This is an optimization exercise on Yosys and OpenROAD, whose aim is a short achievable clock period and low power, not a production implementation.
In this exercise RTL edits were held to simulation tests only and were not proved equivalent to the original.
No activity file was given, so power comes from the tool's default toggle rates.

Design macs_axi4s, start of the top module:
module macs_axi4s #(
    parameter NUM_MACS = 8
) (
    input reset,
    input clk,
    input wire s_axis_tvalid,
    output reg s_axis_tready,
    input wire [127:0] s_axis_tdata,    
    output wire [127:0] m_axis_tdata,   
    output reg m_axis_tvalid,
    input wire m_axis_tready,
    input wire [15:0] s_axis_tkeep,
    output wire [15:0] m_axis_tkeep,
    input wire s_axis_tlast,
    output reg m_axis_tlast
);
    assign m_axis_tkeep = 16'hffff;
    always @(posedge clk) begin
        m_axis_tlast <= s_axis_tlast;
        if (!reset) begin
            s_axis_tready <= 1'b0;
            m_axis_tvalid <= 1'b0;
        end else begin
            s_axis_tready <= m_axis_tready;
            m_axis_tvalid <= s_axis_tvalid;
        end
    end
    genvar i;
    generate
        for (i = 0; i < NUM_MACS; i = i + 1) begin : lane
            mac_axi4s mac_i (
  ...
Settings: LEC_CHECK=0, CAP_MARGIN=0, CORE_MARGIN=2, CORE_UTILIZATION=40, CTS_BUF_LIST=sky130_fd_sc_hd__clkbuf_4 sky130_fd_sc_hd__clkbuf_8, SETUP_SLACK_MARGIN=0.1, SLEW_MARGIN=0, SYNTH_HIERARCHICAL=1; clock period 5.0 ns.
standard.sh (not shown) runs the stock make flow with config.mk's settings and CLKGATE_MAP_FILE= SYNTH_SCRIPT=/design/flow/synth_recipe.tcl, a recipe that flattens the netlist after the stock synthesis.
==> flow/flow/run.sh <==
#!/bin/bash
# Own layout flow: the standard flow, run in two parts.
#  1. the standard synthesis, unchanged;
#  2. the rest of the standard flow, with clock tree synthesis told not to add dummy
#     load cells (they only balance the tree and burn clock power), plus any extra ORFS
#     make variables listed one per line in flow/extra_vars.txt.
# Each part's full output goes to its own log file in the work folder.
set -euo pipefail
bash standard.sh synth > flow_synth.log 2>&1
CTS="-sink_clustering_enable -repair_clock_nets -dont_use_dummy_load"
CTS="$CTS -buf_list {sky130_fd_sc_hd__clkbuf_4 sky130_fd_sc_hd__clkbuf_8}"
EXTRA=()
if [[ -f flow/extra_vars.txt ]]; then
  mapfile -t EXTRA < <(grep -v '^#' flow/extra_vars.txt | grep . || true)
fi
bash standard.sh "CTS_ARGS=$CTS" "${EXTRA[@]}" finish > flow_layout.log 2>&1
==> flow/flow/extra_vars.txt <==
RECOVER_POWER=100
The first run ran to the end with no violations.
Then changed:
- PLACE_DENSITY: default -> 0.8
- SETUP_SLACK_MARGIN: 0.1 -> 1.0
Result: Hold slack barely changes. Global-route usage climbs by 0.43 points. Critical path depth came out higher by 1. Clock power fell slightly.

* * *

Starting RTL as in the previous note.
==> flow/design.v (excerpt) <==
module macs_axi4s #(
    parameter NUM_MACS = 8
) (
    input reset,
    input clk,
    input wire s_axis_tvalid,
    output reg s_axis_tready,
    input wire [127:0] s_axis_tdata,    
    output wire [127:0] m_axis_tdata,   
    output reg m_axis_tvalid,
    input wire m_axis_tready,
    input wire [15:0] s_axis_tkeep,
    output wire [15:0] m_axis_tkeep,
    input wire s_axis_tlast,
    output reg m_axis_tlast
);
clock: 5.0 ns
lec_check: 0
cap_margin: 0
core_margin: 2
core_utilization: 40
cts_buf_list: sky130_fd_sc_hd__clkbuf_4 sky130_fd_sc_hd__clkbuf_8
gpl_routability_driven: 0
gpl_timing_driven: 0
place_density: 0.85
setup_slack_margin: 0.1
slew_margin: 0
synth_hierarchical: 1
Scripts as last shown in full above: flow/flow/run.sh, flow/flow/extra_vars.txt
Rerun with:
- CAP_MARGIN: 0 -> 5
- CORE_UTILIZATION: 40 -> 50
- PLACE_DENSITY: 0.85 -> not set
- SLEW_MARGIN: 0 -> 5
Outcome: The changed run went through all stages and came out clean; clock-buffer cell count does not change; synthesized cell count stays the same; worst setup slack improves by 15 ps; design area drops by about 0.8%; utilization is higher by 12 points; clock power went down by about 0.5%; power barely changes; global-route usage rose by 5.5 points; sequential power hardly moves; non-clock buffer count is higher by 3.
Rerun with:
- CAP_MARGIN: 5 -> 0
- CORE_UTILIZATION: 50 -> 55
- GPL_ROUTABILITY_DRIVEN: 0 -> not set
- GPL_TIMING_DRIVEN: 0 -> not set
- PLACE_DENSITY: not set -> 0.75
- SETUP_SLACK_MARGIN: 0.1 -> 1.0
- SLEW_MARGIN: 5 -> 0
What happened: With this change the flow finished but fails on max-capacitance violations, max-slew violations; clock-buffer cell count stays the same; core utilization rises by 13 points; synthesized cell count does not change; maximum frequency is about the same; global-route usage grows by 4.9 points.
Rerun with:
- CORE_UTILIZATION: 55 -> 40
- GPL_ROUTABILITY_DRIVEN: not set -> 0
- GPL_TIMING_DRIVEN: not set -> 0
- PLACE_DENSITY: 0.75 -> not set
- SETUP_SLACK_MARGIN: 1.0 -> 0.1
Result:
- The changed run finished with timing, DRC and antenna clean
- total power falls by 5.9%
- cell area went down by 9.7%
- area after synthesis does not change

re-timing with driven ports:
In the flow no input, the clock included, has a driving cell. The finished layouts below were timed again as built, in two steps. Step 1: set_driving_cell puts a clkbuf_16 on clk and a buf_2 on each other input, an assumption about the parent block. Step 2, shift: input delay + t, output delay - t, t = (earliest + latest rising clock arrival at the registers) / 2. This alone moves slack from input paths to output paths. a / b / c = no drivers / after step 1 / after step 2; a / b = the first two.
run	t, ns	slack for setup (ns)	worst hold slack (ns)	clock arrival spread, ns
the first run of note 1	0.593	0.152 / 0.151 / -0.442	0.475 / 0.475 / 0.475	0.026 / 0.026
the second run of note 1	0.591	0.147 / 0.121 / -0.470	0.474 / 0.474 / 0.474	0.029 / 0.028
the first run of note 2	0.596	0.133 / 0.122 / -0.474	0.480 / 0.480 / 0.480	0.032 / 0.032
the second run of note 2	0.593	0.148 / 0.167 / -0.425	0.473 / 0.473 / 0.473	0.027 / 0.027
the third run of note 2	0.594	0.153 / 0.157 / -0.437	0.475 / 0.475 / 0.475	0.028 / 0.028
the fourth run of note 2	0.601	0.146 / 0.164 / -0.436	0.489 / 0.489 / 0.489	0.033 / 0.033
The setup slack of the second run of note 1, which loses most, moves by -0.026 ns with the drivers and by -0.617 ns with both steps.
